This is an optimization exercise on Yosys and OpenROAD, whose aim is small area, a short achievable clock period and few clock cycles per item, not a production implementation. At most, simulation tests tie the RTL to the original design; equivalence was not proved. No functional check of the RTL was part of runs 5 and 6.

==> flow/design.v <==
module bitcoin_hash(input logic        clk, reset_n, start,
                    input logic [15:0] message_addr, output_addr,
                   output logic        done, mem_we,
                   output logic [15:0] mem_addr,
                   output logic [31:0] mem_write_data,
                    input logic [31:0] mem_read_data);
function automatic [31:0] rotr(input [31:0] x, input integer r);
    rotr = (x >> r) | (x << (32 - r));
endfunction
localparam logic [2047:0] KTAB = {
    32'hc67178f2, 32'hbef9a3f7, 32'ha4506ceb, 32'h90befffa,
    32'h8cc70208, 32'h84c87814, 32'h78a5636f, 32'h748f82ee,
    32'h682e6ff3, 32'h5b9cca4f, 32'h4ed8aa4a, 32'h391c0cb3,
    32'h34b0bcb5, 32'h2748774c, 32'h1e376c08, 32'h19a4c116,
    32'h106aa070, 32'hf40e3585, 32'hd6990624, 32'hd192e819,
    32'hc76c51a3, 32'hc24b8b70, 32'ha81a664b, 32'ha2bfe8a1,
    32'h92722c85, 32'h81c2c92e, 32'h766a0abb, 32'h650a7354,
    32'h53380d13, 32'h4d2c6dfc, 32'h2e1b2138, 32'h27b70a85,
    32'h14292967, 32'h06ca6351, 32'hd5a79147, 32'hc6e00bf3,
    32'hbf597fc7, 32'hb00327c8, 32'ha831c66d, 32'h983e5152,
    32'h76f988da, 32'h5cb0a9dc, 32'h4a7484aa, 32'h2de92c6f,
    32'h240ca1cc, 32'h0fc19dc6, 32'hefbe4786, 32'he49b69c1,
    32'hc19bf174, 32'h9bdc06a7, 32'h80deb1fe, 32'h72be5d74,
    32'h550c7dc3, 32'h243185be, 32'h12835b01, 32'hd807aa98,
    32'hab1c5ed5, 32'h923f82a4, 32'h59f111f1, 32'h3956c25b,
    32'he9b5dba5, 32'hb5c0fbcf, 32'h71374491, 32'h428a2f98};
localparam logic [255:0] IVTAB = {
    32'h5be0cd19, 32'h1f83d9ab, 32'h9b05688c, 32'h510e527f,
    32'ha54ff53a, 32'h3c6ef372, 32'hbb67ae85, 32'h6a09e667};
function automatic [63:0] csa(input [31:0] x, input [31:0] y, input [31:0] z);
    csa = {x ^ y ^ z, ((x & y) | (x & z) | (y & z)) << 1};
endfunction
function automatic [31:0] add_bk(input [31:0] x, input [31:0] y);
    logic [31:0] gg, pp;
    gg = x & y;
    pp = x ^ y;
    for (int l = 0; l < 5; l++)
        for (int i = 0; i < 32; i++)
            if (((i + 1) % (2 << l)) == 0) begin
                gg[i] = gg[i] | (pp[i] & gg[i - (1 << l)]);
                pp[i] = pp[i] & pp[i - (1 << l)];
            end
    for (int l = 3; l >= 0; l--)
        for (int i = 0; i < 32; i++)
            if (((i + 1) % (2 << l)) == (1 << l) && i >= (2 << l)) begin
                gg[i] = gg[i] | (pp[i] & gg[i - (1 << l)]);
                pp[i] = pp[i] & pp[i - (1 << l)];
            end
    add_bk = (x ^ y) ^ {gg[30:0], 1'b0};
endfunction
logic [31:0] a, b, c, d, e, f, g, h;
logic [31:0] w [0:15];
logic [31:0] ra [0:3];
logic [31:0] re [0:3];
logic [31:0] m;
logic        busy;       
logic        pro;        
logic [7:0]  tau;        
logic [3:0]  nonce;
logic        we_r;
logic [15:0] addr_r;
assign done           = ~busy;
assign mem_we         = we_r;
assign mem_addr       = addr_r;
assign mem_write_data = d;
logic        busy_n, pro_n, we_n;
logic [7:0]  tau_n;
logic [3:0]  nonce_n;
always_comb begin
    busy_n = busy; pro_n = pro; tau_n = tau + 8'd1; nonce_n = nonce;
    we_n = 1'b0;
    if (!busy) begin
        tau_n = 8'd0;
        pro_n = 1'b1;
        nonce_n = 4'd0;
        if (start) busy_n = 1'b1;
    end else if (pro) begin
        if (tau == 8'd85) begin pro_n = 1'b0; tau_n = 8'd0; end
    end else begin
        if (tau == 8'd138) we_n = 1'b1;
        if (tau == 8'd139) begin
            tau_n = 8'd0;
            nonce_n = nonce + 4'd1;
            if (nonce == 4'd15) busy_n = 1'b0;
        end
    end
end
localparam SEL_RND = 2'd0, SEL_ROT = 2'd1, SEL_IV = 2'd2, SEL_MID = 2'd3;
typedef struct packed {
    logic [1:0] asel;       
    logic       emit_w;     
    logic       emit_r;     
    logic       yzero;      
    logic [1:0] wsel;       
    logic [2:0] wc;         
    logic       kz1;        
    logic       tp;         
    logic [1:0] ivi;        
    logic       kfold;      
    logic       aload;      
    logic       awr;        
    logic [1:0] ainc;       
} ctrl_t;
function automatic ctrl_t decode(input logic bz, input logic pr, input logic [7:0] t, input logic [3:0] n);
    ctrl_t r;
    r = '0;
    r.asel = SEL_ROT;
    r.tp  = t[0];
    r.ivi = pr ? ~(t[1:0] - 2'd2) : ~t[1:0];
    if (!bz) begin
        r.aload = 1'b1;
    end else if (pr) begin
        if (t == 8'd71) r.aload = 1'b1;
        if (t == 8'd72) r.ainc = 2'd1;
        if (t >= 8'd2 && t <= 8'd17) r.wsel = 2'd1;
        if (t >= 8'd6 && t <= 8'd9) r.asel = SEL_IV;
        if (t >= 8'd10 && t <= 8'd13) begin r.emit_r = 1'b1; r.yzero = 1'b1; end
        if (t == 8'd12 || t == 8'd84) r.kz1 = 1'b1;
        if (t >= 8'd14 && t <= 8'd77) r.asel = SEL_RND;
        if (t >= 8'd78 && t <= 8'd81) r.emit_r = 1'b1;
        if (t >= 8'd82) r.asel = SEL_MID;
        if (t >= 8'd74 && t <= 8'd76) r.wsel = 2'd1;
        if (t >= 8'd77) r.wsel = 2'd2;
        if (t == 8'd78) r.wc = 3'd2;         
    end else begin
        if (t <= 8'd63) r.asel = SEL_RND;
        if (t >= 8'd64 && t <= 8'd67) r.emit_w = 1'b1;
        if (t >= 8'd68 && t <= 8'd71) r.asel = SEL_IV;
        if (t == 8'd70 || t == 8'd138) r.kz1 = 1'b1;
        if (t == 8'd134) r.kfold = 1'b1;
        if (t >= 8'd72 && t <= 8'd135) r.asel = SEL_RND;
        if (t >= 8'd136) r.asel = SEL_MID;
        if (t == 8'd125) r.aload = 1'b1;
        if (t == 8'd126) r.ainc = 2'd1;
        if (t == 8'd137) begin r.aload = 1'b1; r.awr = 1'b1; end
        if (t == 8'd138) r.ainc = 2'd2;
        if (t <= 8'd3) begin r.wsel = 2'd2; r.wc = (t == 8'd3) ? 3'd3 : 3'd0; end
        if (t >= 8'd68 && t <= 8'd75) begin
            r.wsel = 2'd2;
            r.wc = (t == 8'd68) ? 3'd2 : (t == 8'd75) ? 3'd4 : 3'd0;
        end
        if (t >= 8'd128 && t <= 8'd130) r.wsel = 2'd1;
        if (t >= 8'd131) begin
            r.wsel = 2'd2;
            r.wc = (t == 8'd131) ? 3'd1 : (t == 8'd132) ? 3'd2 : 3'd0;
        end
    end
    decode = r;
endfunction
ctrl_t ct, ct_n;
assign ct_n = decode(busy, pro_n, tau_n, nonce_n);
logic [5:0] kidx;       
logic [31:0] kr;        
logic [3:0] wnonce;     
always_ff @(posedge clk, negedge reset_n) begin
    if (!reset_n) begin
        busy  <= 1'b0;
        pro   <= 1'b0;
        tau   <= 8'd0;
        nonce <= 4'd0;
        we_r  <= 1'b0;
        ct    <= '0;
    end else begin
        busy  <= busy_n;
        pro   <= pro_n;
        tau   <= tau_n;
        nonce <= nonce_n;
        we_r  <= we_n;
        ct    <= ct_n;
    end
end
always_ff @(posedge clk) begin
    kidx   <= ct_n.kz1 ? 6'd0 : kidx + 6'd1;
    kr     <= ct_n.kfold ? 32'hc67178f2 + 32'h6a09e667 : KTAB[32*kidx +: 32];
    wnonce <= pro ? 4'd0 : nonce + 4'd1;
end
wire [31:0] s1  = rotr(e, 6) ^ rotr(e, 11) ^ rotr(e, 25);
wire [31:0] ch  = (e & f) ^ (~e & g);
wire [31:0] s0  = rotr(a, 2) ^ rotr(a, 13) ^ rotr(a, 22);
wire [31:0] maj = (a & b) ^ (a & c) ^ (b & c);
wire [31:0] c1s, c1c, c2s, c2c, c3s, c3c, e1s, e1c, e2s, e2c;
assign {c1s, c1c} = csa(ch, maj, m);         
assign {c2s, c2c} = csa(s0, s1, c1s);
assign {c3s, c3c} = csa(c2s, c2c, c1c);
assign {e1s, e1c} = csa(ch, m, d);           
assign {e2s, e2c} = csa(e1s, e1c, s1);
wire        rnd   = (ct.asel == SEL_RND);
wire [31:0] a_cy  = (c3s + c3c) ^ c3s ^ c3c;
wire [31:0] e_cy  = (e2s + e2c) ^ e2s ^ e2c;
wire [31:0] m1s, m1c;
assign {m1s, m1c} = csa(w[5], g, kr);
wire [31:0] sg0 = rotr(w[1], 7) ^ rotr(w[1], 18) ^ (w[1] >> 3);
wire [31:0] sg1 = rotr(w[14], 17) ^ rotr(w[14], 19) ^ (w[14] >> 10);
wire [31:0] n1s, n1c, n2s, n2c;
assign {n1s, n1c} = csa(sg1, w[9], sg0);
assign {n2s, n2c} = csa(n1s, n1c, w[0]);
wire [31:0] w_next = add_bk(n2s, n2c);
wire [31:0] xa = ct.tp ? c : a;
wire [31:0] xe = ct.tp ? g : e;
wire [31:0] sum_a = add_bk(xa, ra[3] & {32{~ct.yzero}});
wire [31:0] sum_e = add_bk(xe, re[3] & {32{~ct.yzero}});
wire [31:0] mid_a = ct.tp ? ra[2] : ra[0];
wire [31:0] mid_e = ct.tp ? re[2] : re[0];
logic [31:0] wconst, w_in, a_in, e_in, a_oth, e_oth;
always_comb begin
    case (ct.wc)
    3'd1:    wconst = {28'd0, wnonce};
    3'd2:    wconst = 32'h80000000;
    3'd3:    wconst = 32'd640;
    3'd4:    wconst = 32'd256;
    default: wconst = 32'd0;
    endcase
    if (ct.emit_w) w_in = sum_e;
    else case (ct.wsel)
    2'd0:    w_in = w_next;
    2'd1:    w_in = mem_read_data;
    default: w_in = wconst;
    endcase
    case (ct.asel)
    SEL_IV:  begin a_oth = IVTAB[32*{1'b0, ct.ivi} +: 32]; e_oth = IVTAB[32*{1'b1, ct.ivi} +: 32]; end
    SEL_MID: begin a_oth = mid_a; e_oth = mid_e; end
    default: begin a_oth = d; e_oth = h; end
    endcase
    a_in = (rnd ? c3s ^ c3c : a_oth) ^ (a_cy & {32{rnd}});
    e_in = (rnd ? e2s ^ e2c : e_oth) ^ (e_cy & {32{rnd}});
end
always_ff @(posedge clk) begin
    a <= a_in; b <= a; c <= b; d <= c;
    e <= e_in; f <= e; g <= f; h <= g;
    for (int i = 0; i < 15; i++) w[i] <= w[i+1];
    w[11] <= ct.emit_w ? sum_a : w[12];
    w[15] <= w_in;
    ra[0] <= ct.emit_r ? sum_a : ra[3]; ra[1] <= ra[0]; ra[2] <= ra[1]; ra[3] <= ra[2];
    re[0] <= ct.emit_r ? sum_e : re[3]; re[1] <= re[0]; re[2] <= re[1]; re[3] <= re[2];
    m <= add_bk(m1s, m1c);
    addr_r <= ct.aload ? (ct.awr ? output_addr : message_addr)
                       : addr_r + ((ct.ainc == 2'd1) ? 16'd16 : (ct.ainc == 2'd2) ? {12'd0, nonce} : 16'd1);
end
endmodule
==> flow/flow/run.sh <==
#!/bin/bash
set -euo pipefail
sed 's/"\${@:-finish}"/ADDER_MAP_FILE= "${@:-finish}"/' standard.sh > standard_nofa.sh
sed 's/"\${@:-finish}"/ADDER_MAP_FILE= SETUP_SLACK_MARGIN=6.4 "${@:-finish}"/' standard.sh > standard_margin.sh
grep -q 'ADDER_MAP_FILE= ' standard_nofa.sh
grep -q 'SETUP_SLACK_MARGIN=6.4 ' standard_margin.sh
bash standard_nofa.sh synth > synth.log 2>&1
bash standard_margin.sh finish > layout.log 2>&1
==> flow/standard.sh <==
#!/bin/bash
# synth_recipe.tcl (not shown) runs the flow's synth.tcl, then flattens the netlist and writes it again
# the make line also repeats each setting of config.mk as NAME=value (left out here)
make -C /OpenROAD-flow-scripts/flow DESIGN_CONFIG=/design/flow/config.mk WORK_HOME=/design/flow/orfs CLKGATE_MAP_FILE= SYNTH_SCRIPT=/design/flow/synth_recipe.tcl "${@:-finish}"
==> flow/config.mk <==
export PLATFORM = sky130hd
export DESIGN_NAME = bitcoin_hash
export DESIGN_NICKNAME = bitcoin_hash
export VERILOG_FILES = /design/flow/design.v
export SDC_FILE = /design/flow/constraint.sdc
export NUM_CORES = 8
export LEC_CHECK = 0
export ABC_AREA = 1
export CAP_MARGIN = 20
export CORE_MARGIN = 2
export CORE_UTILIZATION = 50
export CTS_CLUSTER_DIAMETER = 70
export CTS_CLUSTER_SIZE = 25
export SETUP_SLACK_MARGIN = 5
export SLEW_MARGIN = 20
==> flow/constraint.sdc <==
create_clock -name core_clock -period 10.0 [get_ports {clk}]
set_input_delay 2.0000 -clock core_clock [delete_from_list [all_inputs] [get_ports {clk}]]
set_output_delay 2.0000 -clock core_clock [all_outputs]
set_load 0.01 [all_outputs]
==> impl_metrics.py, run 1 <==
metrics = {
    "placed_design": {
        "dpl.hpwl_um": 152000,
        "gp_congestion": 1.02,
        "numPortBuffers": 116,
    },
    "timing": {
        "slew_headroom_pct": 21.6,
        "rsz0062_at_grt": "yes",
        "max_freq_mhz": 275,
        "hold_violations": 0,
        "layout_min_cycle_time_ns": 3.63,
        "slew_viol_final": 0,
        "period_share_pct": 36.3,
        "fin_skew_ns": 0.0290,
        "whs_ns": 0.316,
        "worstMarginPinSlew_ns": 1.17,
        "setup_viol": 0,
        "fin_setup_tns_ns": 0,
    },
    "cts": {
        "ctsLongestPathBuffers": 3,
        "cts_buffers": 75,
        "hold_buffers": 0,
        "clkSlewWorstSetupHoldPaths_ns": 0.09,
        "cts_tree": "yes",
        "htreeDepth": 3,
        "insertion_delay_ns": 0.68,
        "root_buffer": "clkbuf_16",
        "clkSinkCount": 1145,
    },
    "routing": {
        "drt-vias-per-instance": 5.40,
        "drc": 0,
        "ant_nets": 0,
        "wl_per_cell_um": 22.1,
        "drt_iter0_markers": 4637,
        "vias": 48100,
        "routed_wl_um": 197000,
        "drtPass1Iterations": 8,
    },
    "die": {
        "die_y_um": 329,
        "rows": 119,
        "initial_core_util_pct": 50.3,
        "dieArea_sq_um": 108000,
        "io-pin-count": 117,
        "fp.coreArea_sq_um": 105000,
        "fp.dieW_um": 329,
    },
    "yosys": {
        "syn-num-nets": 7371,
        "yosys_warnings": 4,
        "avgSynthCellArea_sq_um": 7.24,
        "ys_ff_latch": 1145,
        "syn_area_sq_um": 52900,
        "synth_cell_types": 71,
        "ys.flop_type": "dfxtp_1",
        "async_reset_ff_share_pct": 2.71,
        "syn_inst": 7304,
        "ys_seq_area_share_pct": 43.7,
        "synth_edf_count": 0,
    },
    "finish": {
        "nNetsFinal": 7535,
        "diodes": 0,
        "drive_gt1_share_pct": 12.6,
        "area_delta_synth_final_pct": 15.7,
    },
    "global_routing": {
        "grt_max_degree": 77,
        "grt_pass1_vias": 43000,
        "grt_pass1_wl_um": 278000,
        "grt-ovfl-total": 0,
        "antenna_found_initial": 10,
        "grt_use_total_pct": 35.0,
    },
    "critical_path": {
        "r2r_slack_ns": 6.37,
        "crit_fanout": 6,
        "required_ns": 10.57,
        "crit_type": "reg2reg",
        "start_kind": "register",
        "worst_ep_arrival_time_ns": 4.20,
        "cp-end-kind": "register",
    },
    "run": {
        "drv_cap": 0,
    },
    "status": {
        "outcome": "no timing/DRC/antenna violations",
    },
    "worst_hold_path": {
        "hold_class": "reg2reg",
    },
}
[critical path: stages (launching register included)]
cell and delay (ns):
dfxtp_4 0.41, xnor2_2 0.27, xor2_4 0.11, buf_12 0.15, or2_1 0.24, nand2_1 0.08, xor2_1 0.19, or2_1 0.15
nand2_1 0.08, xor2_2 0.17, nor2_2 0.22, nand2_1 0.17, nand2_2 0.20, a21oi_4 0.10, o21ai_4 0.22, nand2_1 0.08
nand2_1 0.13, nand2_1 0.10, nand2_1 0.21, nand2_1 0.08, nand2_1 0.08, nand2_1 0.05
[final cells by class]
cell class                      count  area, sq um
Clock buffer                       81         1950
Clock inverter                     46          754
Fill cell                        9869        43900
Inverter                          874         3340
Multi-Input combinational cell   5102        27400
Sequential cell                  1145        23400
Tap cell                         1391         1740
Timing Repair Buffer              269         2620
Timing Repair inverter              1         7.51
[metrics by stage]
step / area [sq um] / util [%] / worst slack (ns) / instances
floorplan: 52900 / - / 7.28 / 7304
global placement: 55200 / 52.5 / 5.17 / 8663
detailed placement: 55200 / 52.5 / 5.12 / 8663
CTS: 59000 / 56.1 / 6.39 / 8826
global route: 61200 / 58.2 / 6.22 / 8909
finish: 61200 / 58.2 / 6.37 / 8909
[path summary, 6_finish.rpt]
kind	from	cells after the start	endpoint
worst max-delay path	e[13]$_DFF_P_	21	a[30]$_DFF_P_
worst min-delay path	re[1][6]$_DFF_P_	0	re[2][6]$_DFF_P_
worst max register to register	e[13]$_DFF_P_	21	a[30]$_DFF_P_
worst min register to register	re[1][6]$_DFF_P_	0	re[2][6]$_DFF_P_
max in group asynchronous	reset_n	1	ct[14]$_DFF_PN0_
min in group asynchronous	reset_n	1	tau[1]$_DFF_PN0_
[repair_timing]
item                       in CTS  in global routing
gates resized for setup       252                418
setup endpoints to repair     257                147
pin swaps                      11                 74
buffers inserted               31                 82
gates cloned                    5                  1
[metal layers]
layer,vias up,wire [um],part of all wire (%),global-route usage (%)
li1,23300,-,-,-
met1,22500,84300,43,47.3
met2,1865,86700,44,55.0
met3,359,14800,7.6,5.67
met4,6,10600,5.4,16.2
met5,-,46,0.023,0
[layout by cell type, fill, tap and decap left out, types with 27 or more instances in the layout]
cell type        instances
nand2_1               2183
dfxtp_1                977
inv_1                  823
o21ai_0                491
nor2_1                 404
nand3_1                397
xor2_1                 262
a21oi_1                232
xnor2_1                156
buf_4                  127
nand2_2                103
dfxtp_2                 82
xor2_2                  77
clkbuf_16               76
clkdlybuf4s50_1         65
o21ai_1                 62
or2_2                   55
dfxtp_4                 55
or2_1                   49
nor2_2                  48
dlygate4sd2_1           47
nor3_1                  43
nand4_1                 42
a31oi_1                 42
inv_2                   35
o211ai_1                32
o21ai_2                 30
a21o_1                  28
nand3b_1                27
dfrtp_1                 27
[cells by family after synthesis]
| logic type | after synthesis | share of synthesized area, % |
|---|---|---|
| AOI/OAI and AO/OA | 1102 | 11.8 |
| buffers and inverters | 1057 | 7.83 |
| xor gates and xnor gates | 530 | 9.09 |
| DFF | 1145 | 43.7 |
| and+or+nand+nor | 3447 | 27.2 |
| adders and majority gates | 23 | 0.435 |
[state kept, by name, summed over array words and instances (netlist names), 6 cells and up]
register	count
f	32
addr_r	16
ct	17
b	32
m	32
kr	32
kidx	6
c	32
tau	7
d	32
ra	128
h	32
a	32
w	512
g	32
e	32
re	128
[cell usage after synthesis, drive strengths merged, types with 2 or more instances]
cell type  number  share of area [%]
a211oi          7              0.099
a21boi         20               0.30
a21o           28               0.40
a21oi         262                2.5
a221oi          6              0.099
a22o            2              0.033
a311oi          8               0.13
a31oi          43               0.51
a32o            3              0.057
a32oi           3              0.050
a41oi           2              0.033
and2           10               0.12
buf            69               0.81
clkbuf        114               0.81
clkinv          6              0.043
dfrtp          31                1.5
dfxtp        1114                 42
inv           868                6.2
maj3           23               0.44
nand2        2297                 17
nand3         421                4.0
nand3b         27               0.38
nand4          42               0.50
nor2          467                3.4
nor3           51               0.52
nor4           15               0.21
o2111ai         5              0.083
o211ai         34               0.50
o21a           10               0.16
o21ai         589                5.7
o21bai         21               0.33
o221ai         13               0.22
o22ai          18               0.21
o311ai          8               0.13
o31ai          13               0.18
o32ai           3              0.050
or2           115                1.4
xnor2         182                3.1
xor2          348                6.0
Testbench counts, summed over its fixed seeds: cycles 93,080, hashes 640.
==> run 2, diff against run 1 <==
--- a/flow/config.mk
+++ b/flow/config.mk
@@ -9,7 +9,7 @@
 export CAP_MARGIN = 20
 export CORE_MARGIN = 2
 export CORE_UTILIZATION = 50
-export CTS_CLUSTER_DIAMETER = 70
-export CTS_CLUSTER_SIZE = 25
+export CTS_CLUSTER_DIAMETER = 100
+export CTS_CLUSTER_SIZE = 20
 export SETUP_SLACK_MARGIN = 5
 export SLEW_MARGIN = 20
==> impl_metrics.py, run 2 <==
metrics = {
    "yosys": {
        "synth_cell_types": 71,
        "yosys-top-cells-count": "nand2_1 (2253), dfxtp_1 (1114), inv_1 (840)",
        "yosysTopAreaCell": "dfxtp_1",
        "synth.top_cell.area_share_pct": 42.2,
        "yosys-top-cells-area": "dfxtp_1 (42%), nand2_1 (16%), inv_1 (6.0%), xor2_1 (5.5%), o21ai_0 (5.0%)",
        "synth_edf_count": 0,
        "async_reset_ff_share_pct": 2.71,
        "yosys_warnings": 4,
        "ys_seq_area_share_pct": 43.7,
        "synth_most_common_cell": "nand2_1",
        "syn-num-nets": 7371,
        "ys_ff_latch": 1145,
        "syn_inst": 7304,
        "ys.flop_type": "dfxtp_1",
        "syn_area_sq_um": 52900,
        "avgSynthCellArea_sq_um": 7.24,
    },
    "placed_design": {
        "gp_congestion": 1.02,
        "dpl.hpwl_um": 152000,
        "numPortBuffers": 116,
        "dp_cells": 8663,
    },
    "cts": {
        "hold_buffers": 0,
        "cts_buffers": 70,
        "insertion_delay_ns": 0.68,
        "clkSlewWorstSetupHoldPaths_ns": 0.09,
        "htreeDepth": 3,
        "clkSinkCount": 1145,
        "ctsLongestPathBuffers": 3,
        "cts_tree": "yes",
        "root_buffer": "clkbuf_16",
    },
    "critical_path": {
        "required_ns": 10.58,
        "worst_ep_arrival_time_ns": 4.21,
        "start_kind": "register",
        "crit_type": "reg2reg",
        "crit_chain": "inv_1 > o211ai_1 > nand2_1 > xor2_1 > xor2_1 > or2_1 > nand2_1 > xor2_2 > nor2_2 > nand2_1 > nand2_2 > a21oi_4 > o21ai_4 > nand2_1 > nand2_1 > nand2_1 > nand2_1 > nand2_1 > nand2_1 > nand2_1",
        "crit_top_cell": "nand2_1",
        "max_stage_delay_ns": 0.45,
        "crit_slowest_cell": "dfxtp_2",
        "cp-end-kind": "register",
        "crit_fanout": 6,
    },
    "die": {
        "die_y_um": 329,
        "dieArea_sq_um": 108000,
        "io-pin-count": 117,
        "rows": 119,
        "initial_core_util_pct": 50.3,
        "fp.dieW_um": 329,
        "fp.coreArea_sq_um": 105000,
    },
    "timing": {
        "rsz0062_at_grt": "yes",
        "slew_viol_final": 0,
        "hold_violations": 0,
        "fin_setup_tns_ns": 0,
        "max_freq_mhz": 276,
        "slew_headroom_pct": 21.1,
        "period_share_pct": 36.3,
        "layout_min_cycle_time_ns": 3.63,
        "worstMarginPinSlew_ns": 1.17,
        "fin_skew_ns": 0.0284,
        "setup_viol": 0,
    },
    "global_routing": {
        "grt_pass1_wl_um": 277000,
        "grt-ovfl-total": 0,
        "grt_pass1_vias": 42900,
        "grt_max_degree": 77,
        "grt_use_total_pct": 34.9,
        "antenna_found_initial": 9,
    },
    "finish": {
        "area.sequential_sq_um": 23400,
        "area_delta_synth_final_pct": 13.7,
        "largest_reg_flops": 512,
        "nNetsFinal": 7509,
        "drive_gt1_share_pct": 11.7,
        "n_fill_cell": 10100,
        "most-common-layout-cells": "nand2_1 (2186), dfxtp_1 (979), inv_1 (823)",
        "fin_cells": 8853,
        "mostFrequentLayoutCell": "nand2_1",
        "reg_top3": "w: 512 flops, ra: 128 flops, re: 128 flops",
        "largest_register": "w",
        "fin_util_pct": 57.2,
        "multi_input_area_sq_um": 27200,
    },
    "routing": {
        "routed_wl_um": 195000,
        "wl_per_cell_um": 22.1,
        "drtPass1Iterations": 8,
        "vias": 47800,
        "drc": 0,
        "drt_iter0_markers": 4626,
        "drt-vias-per-instance": 5.40,
        "ant_nets": 0,
    },
    "worst_hold_path": {
        "hold_class": "reg2reg",
    },
    "run": {
        "drv_cap": 0,
    },
    "status": {
        "outcome": "no timing/DRC/antenna violations",
    },
}
-- run 2: changes by cell type in the layout (fill, tap and decap cells not counted), moves of 5 or more --
cell / change
a21oi_2: -5
a21oi_1: +6
buf_4: -18
clkinv_8: -6
-- run 2: worst paths after layout --
kind / depth (start not counted) / to / slack, ns / startpoint
setup / recovery: 20 / a[30]$_DFF_P_ / 6.37 / g[2]$_DFF_P_
hold / removal: 0 / re[2][15]$_DFF_P_ / 0.32 / re[1][15]$_DFF_P_
setup reg to reg: 20 / a[30]$_DFF_P_ / 6.37 / g[2]$_DFF_P_
hold reg to reg: 0 / re[2][15]$_DFF_P_ / 0.32 / re[1][15]$_DFF_P_
max in group asynchronous: 1 / ct[14]$_DFF_PN0_ / 8.03 / reset_n
min in group asynchronous: 1 / tau[1]$_DFF_PN0_ / 1.41 / reset_n
-- run 2: final cells by class --
| class | instances | area share, % |
|---|---|---|
| timing repair inverter | 2 | 0.0270 |
| timing repair buffer | 247 | 3.99 |
| clock inverter | 14 | 0.314 |
| inverter | 874 | 5.55 |
| clock buffer | 77 | 3.03 |
| multi-input combinational | 5102 | 45.3 |
| antenna | 1 | 0.00416 |
| tap | 1391 | 2.89 |
| sequential | 1145 | 38.9 |
-- run 2: critical path, delay by kind of cell (launching register included) --
family	cells	cell delay, ns
and+or+nand+nor	13	1.70
DFF	1	0.45
xor gates and xnor gates	3	0.68
buffers and inverters	1	0.09
AOI/OAI and AO/OA	3	0.60
-- run 2: cells by family after synthesis --
group           Yosys count  share of synthesized area [%]
flops                  1145                           43.7
simple gates           3447                           27.2
xor+xnor                530                           9.09
buf+inv                1057                           7.83
compound gates         1102                           11.8
fa+ha+maj                23                          0.435
-- run 2: per-layer routing --
layer / share of wire, % / routed length [um] / global-route usage, % / vias to the layer above
li1: - / - / - / 23300
met1: 43 / 84100 / 47.1 / 22400
met2: 44 / 85300 / 54.5 / 1758
met3: 7.4 / 14500 / 5.22 / 373
met4: 5.9 / 11500 / 17.2 / 6
met5: 0.021 / 41 / 0 / -
-- run 2: repair_timing --
action / 4_1_cts / 5_1_grt
buffers inserted: 26 / 66
endpoints found under the setup margin: 253 / 154
gates cloned: 4 / 2
resized for setup: 241 / 403
pin swaps: 12 / 61
-- run 2: stage by stage --
step	area (sq um)	setup WS, ns	hold slack [ns]
2_1_floorplan	52900	7.28	0.310
3_3_place_gp	55200	5.17	0.310
3_5_place_dp	55200	5.12	0.312
4_1_cts	58200	6.40	0.322
5_1_grt	60100	6.18	0.321
6_report	60100	6.37	0.315
==> run 3, diff against run 2 <==
==> flow/flow/run.sh (replaced) <==
#!/bin/bash
# Layout with the standard flow (standard.sh), with these changes:
#  - synthesis skips the full-adder extraction (ADDER_MAP_FILE empty), so the
#    carry-save adders of the SHA-256 round map to faster XOR/majority logic;
#    synthesis script, passes, flattening and renaming are otherwise standard;
#  - ports are buffered with buf_2 cells.
set -euo pipefail
EXTRA="ADDER_MAP_FILE= SETUP_SLACK_MARGIN=6.6 'BUFFER_PORTS_ARGS=-buffer_cell sky130_fd_sc_hd__buf_2'"
sed "s|\"\${@:-finish}\"|$EXTRA \"\${@:-finish}\"|" standard.sh > standard_own.sh
grep -q 'SETUP_SLACK_MARGIN=6.6' standard_own.sh
bash standard_own.sh synth > synth.log 2>&1
bash standard_own.sh finish > layout.log 2>&1
==> impl_metrics.py, run 3 <==
metrics = {
    "critical_path": {
        "worstReg2RegStart": "e[31]$_DFF_P_",
        "r2r_cells": 18,
        "r2r_slack_ns": 6.46,
        "worst_ep_arrival_time_ns": 4.11,
        "start_kind": "register",
        "cp-end-kind": "register",
        "crit_type": "reg2reg",
        "reg2reg_to": "a[23]$_DFF_P_",
        "required_ns": 10.56,
        "crit_fanout": 4,
    },
    "cts": {
        "root_buffer": "clkbuf_16",
        "clkSlewWorstSetupHoldPaths_ns": 0.09,
        "cts_tree": "yes",
        "hold_buffers": 0,
        "htreeDepth": 3,
        "clkSinkCount": 1145,
        "insertion_delay_ns": 0.67,
        "cts_buffers": 69,
        "ctsLongestPathBuffers": 3,
    },
    "worst_hold_path": {
        "hold_depth": 0,
        "min_from": "w[15][21]$_DFF_P_",
        "hold_class": "reg2reg",
        "hold_path_end": "w[14][21]$_DFF_P_",
    },
    "yosys": {
        "yosys_warnings": 4,
        "ys_ff_latch": 1145,
        "async_reset_ff_share_pct": 2.71,
        "syn_area_sq_um": 52900,
        "syn-num-nets": 7371,
        "yosysTopAreaCell": "dfxtp_1",
        "syn_inst": 7304,
        "synth_edf_count": 0,
        "synth_top_family_by_area": "simple AND/OR/NAND/NOR gates",
        "synth_compound_area_share_pct": 11.8,
        "avgSynthCellArea_sq_um": 7.24,
        "synthAdderAreaFrac_pct": 0.435,
        "synthMuxAreaShare_pct": 0,
        "synth.top_cell.area_share_pct": 42.2,
        "ys_seq_area_share_pct": 43.7,
        "synth-simple-area-share_pct": 27.2,
        "ys.flop_type": "dfxtp_1",
        "yosys-top-cells-area": "dfxtp_1 (42%), nand2_1 (16%), inv_1 (6.0%), xor2_1 (5.5%), o21ai_0 (5.0%)",
        "synth_xor_area_share_pct": 9.09,
        "yosys-top-cells-count": "nand2_1 (2253), dfxtp_1 (1114), inv_1 (840)",
        "synth_cell_types": 71,
        "synth_most_common_cell": "nand2_1",
    },
    "routing": {
        "ant_nets": 0,
        "drc": 0,
        "vias": 49100,
        "drt-vias-per-instance": 5.45,
        "routed_wl_um": 203000,
        "drtPass1Iterations": 8,
        "wl_per_cell_um": 22.5,
        "drt_iter0_markers": 4701,
    },
    "die": {
        "rows": 119,
        "fp.dieW_um": 329,
        "io-pin-count": 117,
        "dieArea_sq_um": 108000,
        "fp.coreArea_sq_um": 105000,
        "die_y_um": 329,
        "initial_core_util_pct": 50.3,
    },
    "timing": {
        "rsz0062_at_grt": "yes",
        "worstMarginPinSlew_ns": 1.20,
        "setup_viol": 0,
        "fin_skew_ns": 0.0269,
        "slew_headroom_pct": 19.9,
        "fin_setup_tns_ns": 0,
        "layout_min_cycle_time_ns": 3.54,
        "period_share_pct": 35.4,
        "slew_viol_final": 0,
        "hold_violations": 0,
        "max_freq_mhz": 282,
        "whs_ns": 0.319,
    },
    "finish": {
        "drive_gt1_share_pct": 19.7,
        "largest_reg_flops": 512,
        "nNetsFinal": 7656,
        "fin_cells": 9000,
        "stdcell_area_sq_um": 63200,
        "largest_register": "w",
        "area_delta_synth_final_pct": 19.6,
        "most-common-layout-cells": "nand2_1 (2040), dfxtp_1 (976), inv_1 (800)",
        "mostFrequentLayoutCell": "nand2_1",
        "reg_top3": "w: 512 flops, ra: 128 flops, re: 128 flops",
    },
    "status": {
        "outcome": "no timing/DRC/antenna violations",
    },
    "global_routing": {
        "grt-ovfl-total": 0,
        "antenna_found_initial": 10,
        "grt_use_total_pct": 35.5,
        "grt_pass1_wl_um": 282000,
        "grt_max_degree": 77,
        "grt_pass1_vias": 43500,
    },
    "run": {
        "drv_cap": 0,
    },
    "placed_design": {
        "dp_cells": 8659,
        "dpl.hpwl_um": 154000,
        "place_area_sq_um": 54600,
        "numPortBuffers": 116,
        "gp_congestion": 1.04,
    },
}
==> run 3: cell counts after synthesis <==
No cell type changed its count.
==> run 3: layout make-up <==
| class | count | area [sq um] |
|---|---|---|
| timing repair buffer | 394 | 3230 |
| timing repair inverter | 3 | 25.0 |
| fill | 9734 | 41900 |
| clock inverter | 11 | 121 |
| clock buffer | 77 | 1800 |
| multi-input combinational | 5102 | 29500 |
| inverter | 874 | 3380 |
| antenna | 3 | 7.51 |
| tap | 1391 | 1740 |
| sequential | 1145 | 23500 |
==> run 3: logic make-up (layout without fill, tap and decap cells) <==
group	count (synthesis)	after routing
XOR/XNOR	530	530
AO/OA/AOI/OAI	1102	1102
adder cells (fa/ha/maj)	23	23
other	0	3
buffers and inverters	1057	1359
flip-flops	1145	1145
AND/OR/NAND/NOR	3447	3447
==> run 3: critical path, cell delays in order, from the launching register on <==
cell	delay (ns)
dfxtp_4	0.46
buf_4	0.16
xor2_2	0.19
xor2_2	0.31
or2_4	0.19
nand2_1	0.07
xnor2_2	0.14
or2_1	0.24
nand2_2	0.08
xor2_1	0.07
nand2_1	0.15
nand2_4	0.10
nor2_4	0.21
nand2_4	0.08
nor2_4	0.19
nand4_1	0.32
nand2_1	0.22
nand2_1	0.08
xor2_1	0.19
==> run 3: routing by layer <==
metal | routed length [um] | track usage [%]
met1 | 85700 | 48.1
met2 | 89800 | 55.9
met3 | 16900 | 6.21
met4 | 10300 | 15.0
met5 | 45 | 0
==> run 3: metrics by stage <==
stage / setup WS, ns / utilization, %
after global placement: 5.21 / 51.9
final: 6.46 / 60.2
after detailed placement: 5.18 / 51.9
after floorplan: 7.28 / -
after CTS: 6.50 / 55.6
after global routing: 6.39 / 60.2
==> run 3: worst max path at each step <==
stage / from / slack [ns] / cells after the start / to
final: e[31]$_DFF_P_ / 6.46 / 18 / a[23]$_DFF_P_
after detailed placement: ct[7]$_DFF_PN0_ / 5.18 / 28 / w[15][31]$_DFF_P_
after CTS: a[16]$_DFF_P_ / 6.50 / 24 / a[30]$_DFF_P_
after floorplan: a[3]$_DFF_P_ / 7.28 / 22 / a[30]$_DFF_P_
after global routing: a[11]$_DFF_P_ / 6.39 / 22 / a[19]$_DFF_P_
after global placement: ct[7]$_DFF_PN0_ / 5.21 / 28 / w[15][31]$_DFF_P_
==> run 3: what timing repair did <==
action	CTS	global route
resized for setup	369	812
setup buffers	58	179
cloned	5	7
setup endpoints to repair	233	159
endpoints found under the hold margin	0	0
pin swaps	28	251
==> run 4, diff against run 3 <==
==> flow/flow/run.sh (replaced) <==
#!/bin/bash
# Layout with the standard flow (standard.sh), with these changes:
#  - synthesis skips the full-adder extraction (ADDER_MAP_FILE empty), so the
#    carry-save adders of the SHA-256 round map to faster XOR/majority logic;
#    synthesis script, passes, flattening and renaming are otherwise standard;
#  - optionally, ports are buffered with buf_2 cells.
set -euo pipefail
EXTRA="ADDER_MAP_FILE= SETUP_SLACK_MARGIN=6.4 'BUFFER_PORTS_ARGS=-buffer_cell sky130_fd_sc_hd__buf_2'"
sed "s|\"\${@:-finish}\"|$EXTRA \"\${@:-finish}\"|" standard.sh > standard_own.sh
grep -q 'SETUP_SLACK_MARGIN=6.4' standard_own.sh
bash standard_own.sh synth > synth.log 2>&1
bash standard_own.sh finish > layout.log 2>&1
==> impl_metrics.py, run 4 <==
metrics = {
    "critical_path": {
        "crit_slowest_cell": "dfxtp_4",
        "worst_ep_arrival_time_ns": 4.25,
        "crit_top_cell": "nand2_1",
        "path_delay_family": "simple AND/OR/NAND/NOR gates",
        "path_buf_inv": 1,
        "cp-end-kind": "register",
        "crit_fanout": 5,
        "required_ns": 10.57,
        "crit_chain": "inv_2 > nand2_1 > nand2_1 > or2_1 > nand2_2 > xor2_2 > xnor2_1 > or2_1 > nand2_1 > nand2_1 > nand4_1 > nand2_1 > nor2_1 > nand2_1 > nor2_4 > nand4_1 > nand2_1 > nand2_1 > xor2_1",
        "cp.depth": 19,
        "start_kind": "register",
        "crit_type": "reg2reg",
        "r2r_cells": 19,
        "max_stage_delay_ns": 0.43,
    },
    "finish": {
        "mostFrequentLayoutCell": "nand2_1",
        "fin_cells": 8854,
        "n_fill_cell": 10200,
        "most-common-layout-cells": "nand2_1 (2185), dfxtp_1 (994), inv_1 (822)",
        "nNetsFinal": 7508,
        "largest_reg_flops": 512,
        "drive_gt1_share_pct": 12.6,
        "largest_register": "w",
        "area_delta_synth_final_pct": 12.5,
        "reg_top3": "w: 512 flops, ra: 128 flops, re: 128 flops",
        "fin_util_pct": 56.6,
    },
    "global_routing": {
        "grt_pass1_vias": 43000,
        "grt-ovfl-total": 0,
        "grt_pass1_wl_um": 280000,
        "grt_max_degree": 77,
        "grt_use_total_pct": 35.3,
        "antenna_found_initial": 7,
    },
    "cts": {
        "hold_buffers": 0,
        "cts_buffers": 69,
        "cts_tree": "yes",
        "clkSinkCount": 1145,
        "root_buffer": "clkbuf_16",
        "insertion_delay_ns": 0.67,
        "ctsLongestPathBuffers": 3,
        "clkSlewWorstSetupHoldPaths_ns": 0.10,
        "htreeDepth": 3,
    },
    "routing": {
        "drc": 0,
        "drtPass1Iterations": 6,
        "wl_per_cell_um": 22.4,
        "ant_nets": 0,
        "routed_wl_um": 198000,
        "drt_iter0_markers": 4641,
        "vias": 47800,
        "drt-vias-per-instance": 5.40,
    },
    "yosys": {
        "synth-simple-area-share_pct": 27.2,
        "async_reset_ff_share_pct": 2.71,
        "syn_inst": 7304,
        "syn_area_sq_um": 52900,
        "synth_top_family_by_area": "simple AND/OR/NAND/NOR gates",
        "yosysTopAreaCell": "dfxtp_1",
        "ys_seq_area_share_pct": 43.7,
        "synthMuxAreaShare_pct": 0,
        "ys_ff_latch": 1145,
        "avgSynthCellArea_sq_um": 7.24,
        "synthAdderAreaFrac_pct": 0.435,
        "yosys-top-cells-area": "dfxtp_1 (42%), nand2_1 (16%), inv_1 (6.0%), xor2_1 (5.5%), o21ai_0 (5.0%)",
        "yosys_warnings": 4,
        "synth.top_cell.area_share_pct": 42.2,
        "syn-num-nets": 7371,
        "synth_edf_count": 0,
        "yosys-top-cells-count": "nand2_1 (2253), dfxtp_1 (1114), inv_1 (840)",
        "synth_compound_area_share_pct": 11.8,
        "synth_most_common_cell": "nand2_1",
        "ys.flop_type": "dfxtp_1",
        "synth_cell_types": 71,
        "synth_xor_area_share_pct": 9.09,
    },
    "placed_design": {
        "dp_cells": 8659,
        "gp_congestion": 1.04,
        "numPortBuffers": 116,
        "dpl.hpwl_um": 154000,
    },
    "die": {
        "fp.coreArea_sq_um": 105000,
        "io-pin-count": 117,
        "die_y_um": 329,
        "initial_core_util_pct": 50.3,
        "dieArea_sq_um": 108000,
        "rows": 119,
        "fp.dieW_um": 329,
    },
    "timing": {
        "slew_viol_final": 0,
        "fin_setup_tns_ns": 0,
        "max_freq_mhz": 272,
        "period_share_pct": 36.8,
        "setup_viol": 0,
        "hold_violations": 0,
        "whs_ns": 0.320,
        "rsz0062_at_grt": "yes",
        "layout_min_cycle_time_ns": 3.68,
        "worstMarginPinSlew_ns": 1.16,
        "slew_headroom_pct": 22.8,
        "fin_skew_ns": 0.0304,
    },
    "run": {
        "drv_cap": 0,
    },
    "worst_hold_path": {
        "hold_class": "reg2reg",
        "hold_depth": 0,
    },
    "status": {
        "outcome": "no timing/DRC/antenna violations",
    },
}
## run 4: area by class of cell
cell class / count / area (sq um) / share of cell area (%)
Clock buffer: 77 / 1800 / 3.02
Timing Repair Buffer: 246 / 1870 / 3.15
Inverter: 874 / 3370 / 5.66
Tap cell: 1391 / 1740 / 2.93
Clock inverter: 11 / 121 / 0.204
Sequential cell: 1145 / 23400 / 39.3
Multi-Input combinational cell: 5102 / 27200 / 45.7
Timing Repair inverter: 3 / 22.5 / 0.0379
Antenna cell: 5 / 12.5 / 0.0210
## run 4: worst paths after layout
path | start | end | slack, ns
max | e[21]$_DFF_P_ | a[23]$_DFF_P_ | 6.32
min reg2reg | w[13][19]$_DFF_P_ | w[12][19]$_DFF_P_ | 0.32
max reg2reg | e[21]$_DFF_P_ | a[23]$_DFF_P_ | 6.32
min in group asynchronous | reset_n | tau[6]$_DFF_PN0_ | 1.41
min | w[13][19]$_DFF_P_ | w[12][19]$_DFF_P_ | 0.32
max in group asynchronous | reset_n | ct[7]$_DFF_PN0_ | 7.99
## run 4: metal layers
layer  GRT usage, %  vias to the layer above  share of wire [%]
met4           14.7                        2                4.9
met1           48.3                    22400                 44
met5              0                        -             0.0066
met3           5.71                      354                7.6
li1               -                    23300                  -
met2           55.4                     1773                 44
## run 4: per-stage QoR
| stage | instance area (sq um) | setup slack, ns |
|---|---|---|
| after floorplan | 52900 | 7.28 |
| after global placement | 54600 | 5.21 |
| after detailed placement | 54600 | 5.18 |
| after CTS | 57400 | 6.34 |
| after global routing | 59500 | 6.12 |
| final | 59500 | 6.32 |
## run 4: worst reg2reg max path, delay by kind of cell, from the launching register on
kind	cells	cell delay, ns
DFF	1	0.43
xor gates and xnor gates	3	0.46
buffers and inverters	1	0.15
and+or+nand+nor	15	2.55
## run 4: kinds of logic after synthesis
| logic type | Yosys count |
|---|---|
| AND/OR/NAND/NOR | 3447 |
| flip-flops | 1145 |
| AO/OA/AOI/OAI | 1102 |
| buffers and inverters | 1057 |
| XOR/XNOR | 530 |
| adder cells (fa/ha/maj) | 23 |
## run 4: timing repair
item | in CTS | in global routing
setup endpoints to repair | 218 | 142
setup buffers | 18 | 74
resized for setup | 177 | 395
pin swaps | 7 | 56
cloned | 4 | 5
==> run 5, diff against run 4 <==
--- a/flow/design.v
+++ b/flow/design.v
@@ -150,7 +150,6 @@
 ctrl_t ct, ct_n;
 assign ct_n = decode(busy, pro_n, tau_n, nonce_n);
 logic [5:0] kidx;       
-logic [31:0] kr;        
 logic [3:0] wnonce;     
 always_ff @(posedge clk, negedge reset_n) begin
     if (!reset_n) begin
@@ -170,8 +169,7 @@
     end
 end
 always_ff @(posedge clk) begin
-    kidx   <= ct_n.kz1 ? 6'd0 : kidx + 6'd1;
-    kr     <= ct_n.kfold ? 32'hc67178f2 + 32'h6a09e667 : KTAB[32*kidx +: 32];
+    kidx   <= ct.kz1 ? 6'd0 : kidx + 6'd1;
     wnonce <= pro ? 4'd0 : nonce + 4'd1;
 end
 wire [31:0] s1  = rotr(e, 6) ^ rotr(e, 11) ^ rotr(e, 25);
@@ -188,7 +186,8 @@
 wire [31:0] a_cy  = (c3s + c3c) ^ c3s ^ c3c;
 wire [31:0] e_cy  = (e2s + e2c) ^ e2s ^ e2c;
 wire [31:0] m1s, m1c;
-assign {m1s, m1c} = csa(w[5], g, kr);
+wire [31:0] kk = ct.kfold ? 32'hc67178f2 + 32'h6a09e667 : KTAB[32*kidx +: 32];
+assign {m1s, m1c} = csa(w[5], g, kk);
 wire [31:0] sg0 = rotr(w[1], 7) ^ rotr(w[1], 18) ^ (w[1] >> 3);
 wire [31:0] sg1 = rotr(w[14], 17) ^ rotr(w[14], 19) ^ (w[14] >> 10);
 wire [31:0] n1s, n1c, n2s, n2c;
==> impl_metrics.py, run 5 <==
metrics = {
    "cts": {
        "cts_tree": "yes",
        "clkSlewWorstSetupHoldPaths_ns": 0.09,
        "root_buffer": "clkbuf_16",
        "clkSinkCount": 1115,
        "ctsLongestPathBuffers": 3,
        "insertion_delay_ns": 0.69,
        "cts_buffers": 67,
        "htreeDepth": 3,
    },
    "yosys": {
        "syn_area_sq_um": 52100,
        "synth_cell_types": 76,
        "yosys-top-cells-count": "nand2_1 (2354), dfxtp_1 (1082), inv_1 (792)",
        "synth.top_cell.area_share_pct": 41.5,
        "avgSynthCellArea_sq_um": 7.15,
        "ys.flop_type": "dfxtp_1",
        "yosysTopAreaCell": "dfxtp_1",
        "ys_seq_area_share_pct": 43.1,
        "async_reset_ff_share_pct": 2.96,
        "syn-num-nets": 7356,
        "ys_ff_latch": 1115,
        "yosys_warnings": 4,
        "synth_most_common_cell": "nand2_1",
        "syn_inst": 7289,
        "synth_edf_count": 0,
        "yosys-top-cells-area": "dfxtp_1 (42%), nand2_1 (17%), xor2_1 (5.8%), inv_1 (5.7%), o21ai_0 (4.5%)",
    },
    "global_routing": {
        "grt-ovfl-total": 0,
        "grt_max_degree": 80,
        "grt_pass1_wl_um": 273000,
        "grt_use_total_pct": 34.7,
        "antenna_found_initial": 9,
        "grt_pass1_vias": 41900,
    },
    "timing": {
        "slew_headroom_pct": 22.4,
        "setup_viol": 0,
        "max_freq_mhz": 285,
        "rsz0062_at_grt": "yes",
        "worstMarginPinSlew_ns": 1.16,
        "period_share_pct": 35.1,
        "layout_min_cycle_time_ns": 3.51,
        "hold_violations": 0,
        "fin_setup_tns_ns": 0,
        "fin_skew_ns": 0.0374,
        "slew_viol_final": 0,
    },
    "routing": {
        "drt_iter0_markers": 4909,
        "drt-vias-per-instance": 5.38,
        "wl_per_cell_um": 21.9,
        "routed_wl_um": 194000,
        "vias": 47800,
        "ant_nets": 0,
        "drtPass1Iterations": 6,
        "drc": 0,
    },
    "die": {
        "die_y_um": 327,
        "dieArea_sq_um": 107000,
        "io-pin-count": 117,
        "rows": 118,
        "initial_core_util_pct": 50.4,
        "fp.dieW_um": 327,
        "fp.coreArea_sq_um": 103000,
    },
    "critical_path": {
        "worst_ep_arrival_time_ns": 4.04,
        "crit_type": "reg2reg",
        "crit_chain": "inv_12 > buf_4 > nand2_1 > nand2_1 > inv_1 > o21ai_0 > nand2_1 > nor4_1 > nand3_4 > nand2_2 > nand3_2 > nand2_2 > nand3_2 > nand2_2 > xor2_1 > o21ai_0",
        "path_buf_inv": 3,
        "cp-end-kind": "register",
        "start_kind": "register",
        "required_ns": 10.53,
        "crit_fanout": 13,
        "r2r_cells": 16,
        "crit_slowest_cell": "nor4_1",
        "max_stage_delay_ns": 0.80,
        "path_delay_family": "simple AND/OR/NAND/NOR gates",
        "cp.depth": 16,
    },
    "finish": {
        "nNetsFinal": 7540,
        "most-common-layout-cells": "nand2_1 (2260), dfxtp_1 (963), inv_1 (769)",
        "drive_gt1_share_pct": 14.3,
        "largest_register": "w",
        "fin_cells": 8872,
        "area_delta_synth_final_pct": 14.9,
        "multi_input_area_sq_um": 27800,
        "reg_top3": "w: 512 flops, ra: 128 flops, re: 128 flops",
        "largest_reg_flops": 512,
        "mostFrequentLayoutCell": "nand2_1",
        "area.sequential_sq_um": 22800,
        "n_fill_cell": 9909,
    },
    "placed_design": {
        "gp_congestion": 1.02,
        "dpl.hpwl_um": 150000,
        "numPortBuffers": 116,
        "dp_cells": 8633,
    },
    "worst_hold_path": {
        "hold_depth": 0,
        "hold_class": "reg2reg",
    },
    "status": {
        "outcome": "no timing/DRC/antenna violations",
    },
    "run": {
        "drv_cap": 0,
    },
}
[run 5: cell count changes after synthesis, sizes merged, moves of 17 or more]
| cell | change |
|---|---|
| a21oi | -27 |
| o21bai | +18 |
| o21ai | -61 |
| dfxtp | -32 |
| nand2 | +92 |
| or2 | +17 |
| nand3 | +20 |
| inv | -53 |
[run 5: final timing paths]
| check | slack, ns | start | to |
|---|---|---|---|
| min in group asynchronous | 1.39 | reset_n | we_r$_DFF_PN0_ |
| setup / recovery | 6.49 | ct[7]$_DFF_PN0_ | w[11][29]$_DFF_P_ |
| setup reg to reg | 6.49 | ct[7]$_DFF_PN0_ | w[11][29]$_DFF_P_ |
| hold / removal | 0.31 | w[10][14]$_DFF_P_ | w[9][14]$_DFF_P_ |
| max in group asynchronous | 8.01 | reset_n | ct[7]$_DFF_PN0_ |
| hold reg to reg | 0.31 | w[10][14]$_DFF_P_ | w[9][14]$_DFF_P_ |
[run 5: kinds of logic after synthesis]
family | synth area share [%]
fa+ha+maj | 0.441
compound gates | 11.1
buf+inv | 7.51
flops | 43.1
mux | 0.0216
simple gates | 28.8
xor+xnor | 8.98
[run 5: layout make-up]
class / count / share of cell area (%)
multi-input combinational: 5174 / 46.5
sequential: 1115 / 38.0
inverter: 816 / 5.28
timing repair buffer: 297 / 4.09
tap: 1380 / 2.88
clock buffer: 73 / 2.85
clock inverter: 12 / 0.405
timing repair inverter: 2 / 0.0292
antenna: 3 / 0.0125
[run 5: per-stage QoR]
step           hold slack [ns]  util, %  cell area, sq um  setup slack (ns)
6_report                 0.306     57.9             59900              6.49
5_1_grt                  0.320     57.9             59900              6.29
4_1_cts                  0.305     55.0             57000              6.38
3_5_place_dp             0.312     52.1             53900              5.03
3_3_place_gp             0.309     52.1             53900              5.05
2_1_floorplan            0.310        -             52100              7.17
[run 5: per-layer routing]
layer	global-route usage [%]	vias to the layer above	wire length (um)	part of all wire [%]
li1	-	23300	-	-
met1	48.9	22200	85400	44
met2	53.1	1910	82900	43
met3	5.60	352	16300	8.4
met4	14.0	0	9440	4.9
met5	0	-	0	0
[run 5: repair_timing]
| action | in CTS | in global routing |
|---|---|---|
| endpoints found under the setup margin | 176 | 137 |
| hold buffers | 0 | 0 |
| pin swaps | 17 | 110 |
| cloned | 5 | 8 |
| gates resized for setup | 223 | 526 |
| buffers inserted | 31 | 107 |
[run 5: worst reg2reg max path, delay by kind of cell, from the launching register on]
kind	cells	cell delay (ns)
AO/OA/AOI/OAI	2	0.20
XOR/XNOR	1	0.17
buffers and inverters	3	0.51
flip-flops	1	0.58
AND/OR/NAND/NOR	10	1.89
==> run 6, diff against run 5 <==
--- a/flow/flow/run.sh
+++ b/flow/flow/run.sh
@@ -5,7 +5,7 @@
 #    synthesis script, passes, flattening and renaming are otherwise standard;
 #  - optionally, ports are buffered with buf_2 cells.
 set -euo pipefail
-EXTRA="ADDER_MAP_FILE= SETUP_SLACK_MARGIN=6.4 'BUFFER_PORTS_ARGS=-buffer_cell sky130_fd_sc_hd__buf_2'"
+EXTRA="ADDER_MAP_FILE= SETUP_SLACK_MARGIN=6.4"
 sed "s|\"\${@:-finish}\"|$EXTRA \"\${@:-finish}\"|" standard.sh > standard_own.sh
 grep -q 'SETUP_SLACK_MARGIN=6.4' standard_own.sh
 bash standard_own.sh synth > synth.log 2>&1
==> impl_metrics.py, run 6 <==
metrics = {
    "routing": {
        "drtPass1Iterations": 6,
        "drc": 0,
        "drt-vias-per-instance": 5.42,
        "wl_per_cell_um": 22.2,
        "routed_wl_um": 197000,
        "drt_iter0_markers": 5071,
        "ant_nets": 0,
        "vias": 48100,
    },
    "die": {
        "fp.dieW_um": 327,
        "rows": 118,
        "initial_core_util_pct": 50.4,
        "dieArea_sq_um": 107000,
        "io-pin-count": 117,
        "die_y_um": 327,
        "fp.coreArea_sq_um": 103000,
    },
    "cts": {
        "clkSlewWorstSetupHoldPaths_ns": 0.09,
        "ctsLongestPathBuffers": 3,
        "cts_tree": "yes",
        "insertion_delay_ns": 0.69,
        "clkSinkCount": 1115,
        "hold_buffers": 0,
        "htreeDepth": 3,
        "root_buffer": "clkbuf_16",
        "cts_buffers": 69,
    },
    "timing": {
        "rsz0062_at_grt": "yes",
        "setup_viol": 0,
        "slew_headroom_pct": 25.2,
        "fin_skew_ns": 0.0458,
        "fin_setup_tns_ns": 0,
        "hold_violations": 0,
        "max_freq_mhz": 281,
        "slew_viol_final": 0,
        "period_share_pct": 35.5,
        "layout_min_cycle_time_ns": 3.55,
        "worstMarginPinSlew_ns": 1.11,
    },
    "yosys": {
        "avgSynthCellArea_sq_um": 7.15,
        "syn-num-nets": 7356,
        "ys.flop_type": "dfxtp_1",
        "synthMuxAreaShare_pct": 0.0216,
        "synth_cell_types": 76,
        "synth_top_family_by_area": "simple AND/OR/NAND/NOR gates",
        "syn_inst": 7289,
        "yosysTopAreaCell": "dfxtp_1",
        "synth_most_common_cell": "nand2_1",
        "synth-simple-area-share_pct": 28.8,
        "synth_compound_area_share_pct": 11.1,
        "syn_area_sq_um": 52100,
        "yosys-top-cells-area": "dfxtp_1 (42%), nand2_1 (17%), xor2_1 (5.8%), inv_1 (5.7%), o21ai_0 (4.5%)",
        "async_reset_ff_share_pct": 2.96,
        "yosys-top-cells-count": "nand2_1 (2354), dfxtp_1 (1082), inv_1 (792)",
        "synth_edf_count": 0,
        "synth.top_cell.area_share_pct": 41.5,
        "ys_ff_latch": 1115,
        "synth_xor_area_share_pct": 8.98,
        "ys_seq_area_share_pct": 43.1,
        "yosys_warnings": 4,
        "synthAdderAreaFrac_pct": 0.442,
    },
    "critical_path": {
        "r2r_cells": 15,
        "cp-end-kind": "register",
        "start_kind": "register",
        "startpoint": "ct[7]$_DFF_PN0_",
        "required_ns": 10.58,
        "worstReg2RegStart": "ct[7]$_DFF_PN0_",
        "r2r_slack_ns": 6.45,
        "crit_fanout": 39,
        "worst_ep_arrival_time_ns": 4.14,
        "setup.worst_path.end": "ra[0][31]$_DFF_P_",
        "reg2reg_to": "ra[0][31]$_DFF_P_",
        "crit_type": "reg2reg",
    },
    "global_routing": {
        "grt_pass1_wl_um": 278000,
        "grt_max_degree": 96,
        "met2_usage_pct": 54.2,
        "met1_usage_pct": 49.4,
        "antenna_found_initial": 8,
        "grt-ovfl-total": 0,
        "gr-max-usage-layer": "met2",
        "grt_use_total_pct": 35.2,
        "grt_pass1_vias": 43200,
        "grt_util_met3_pct": 4.96,
    },
    "finish": {
        "drive_gt1_share_pct": 12.1,
        "area_delta_synth_final_pct": 15.6,
        "most-common-layout-cells": "nand2_1 (2293), dfxtp_1 (947), inv_1 (768)",
        "fin_cells": 8867,
        "largest_reg_flops": 512,
        "largest_register": "w",
        "mostFrequentLayoutCell": "nand2_1",
        "n_fill_cell": 9704,
        "nNetsFinal": 7531,
        "reg_top3": "w: 512 flops, ra: 128 flops, re: 128 flops",
    },
    "placed_design": {
        "numPortBuffers": 116,
        "dp_cells": 8632,
        "gp_congestion": 1.03,
        "dpl.hpwl_um": 151000,
    },
    "status": {
        "outcome": "no timing/DRC/antenna violations",
    },
    "worst_hold_path": {
        "min_from": "w[15][15]$_DFF_P_",
        "hold_class": "reg2reg",
    },
    "run": {
        "drv_cap": 0,
    },
}
[run 6: cell counts after synthesis]
No cell type changed its count.
[run 6: cells by family after synthesis]
logic type | count (synthesis)
and+or+nand+nor | 3602
DFF | 1115
AOI/OAI and AO/OA | 1019
buffers and inverters | 1000
xor gates and xnor gates | 529
adders and majority gates | 23
muxes | 1
[run 6: worst min-delay path by stage]
| stage | depth (start not counted) | slack, ns | end |
|---|---|---|---|
| floorplan | 0 | 0.31 | ra[2][0]$_DFF_P_ |
| global placement | 0 | 0.31 | w[3][26]$_DFF_P_ |
| detailed placement | 0 | 0.31 | ra[2][18]$_DFF_P_ |
| CTS | 0 | 0.32 | w[14][5]$_DFF_P_ |
| global route | 0 | 0.33 | w[14][12]$_DFF_P_ |
| finish | 0 | 0.32 | w[14][15]$_DFF_P_ |
[run 6: stage by stage]
stage | hold WS, ns | area, sq um | worst slack [ns] | util [%]
2_1_floorplan | 0.310 | 52100 | 7.17 | -
6_report | 0.317 | 60300 | 6.45 | 58.2
5_1_grt | 0.327 | 60300 | 6.33 | 58.2
3_3_place_gp | 0.309 | 54500 | 5.10 | 52.6
4_1_cts | 0.317 | 57600 | 6.39 | 55.6
3_5_place_dp | 0.312 | 54500 | 5.06 | 52.6
[run 6: repair_timing]
action / CTS / global route
pin swaps: 10 / 83
endpoints found under the setup margin: 230 / 126
gates resized for setup: 288 / 442
buffers inserted: 19 / 106
cloned: 6 / 10
[run 6: worst max-delay path, cell delays in order, from the launching register on]
cell and delay, ns:
dfrtp_4 0.57, buf_12 0.19, buf_8 0.17, buf_12 0.19
o21ai_0 0.90, nand3_1 0.25, nand2_1 0.19, nor2_1 0.08
a21oi_1 0.25, nand2_1 0.11, nand2_1 0.08, nand2_1 0.05
nand2_1 0.11, nand3_1 0.10, nand3_1 0.09, nand2_1 0.06
[run 6: layer usage]
layer | share of wire [%] | vias to the layer above
met5 | 0 | -
met4 | 5.0 | 0
met3 | 8.5 | 387
met2 | 43 | 1992
met1 | 43 | 22400
li1 | - | 23300
[run 6: final cells by class]
class / count / area, sq um / share of cell area [%]
tap: 1380 / 1730 / 2.87
timing repair inverter: 2 / 17.5 / 0.0291
multi-input combinational: 5174 / 27600 / 45.7
antenna: 2 / 5.00 / 0.00830
inverter: 816 / 3180 / 5.27
clock inverter: 15 / 284 / 0.471
clock buffer: 77 / 1790 / 2.96
timing repair buffer: 286 / 2910 / 4.82
sequential: 1115 / 22800 / 37.8

## re-timing with driven ports
In the flow no input, the clock included, has a driving cell. The finished layouts below were timed again as built, in two steps.
Step 1 sets driving cells, clkbuf_16 on the clock port and buf_2 on the other inputs (assumed; they add their load-dependent delay and slew).
Step 2 times the ports against the registers' clock, not the clock port: input delays grow and output delays shrink by t, the midpoint of the rising clock arrivals with the driver on.
Slacks: ideal ports / drivers / drivers and shift; pairs: ideal ports / drivers.
| run | shift t [ns] | slack for setup (ns) | pins driven straight from the clock port |
|---|---|---|---|
| run 1 | 0.737 | 6.367 / 6.367 / 6.180 | 1 |
| run 2 | 0.730 | 6.371 / 6.371 / 6.130 | 1 |
| run 3 | 0.732 | 6.459 / 6.459 / 6.459 | 1 |
| run 4 | 0.732 | 6.318 / 6.318 / 6.318 | 1 |
| run 5 | 0.744 | 6.490 / 6.432 / 6.490 | 1 |
| run 6 | 0.740 | 6.445 / 6.379 / 6.398 | 1 |
After both steps every run listed still meets setup and hold. For run 2, which loses most, drivers alone change the setup slack by 0.000 ns; drivers and shift together by -0.241 ns.
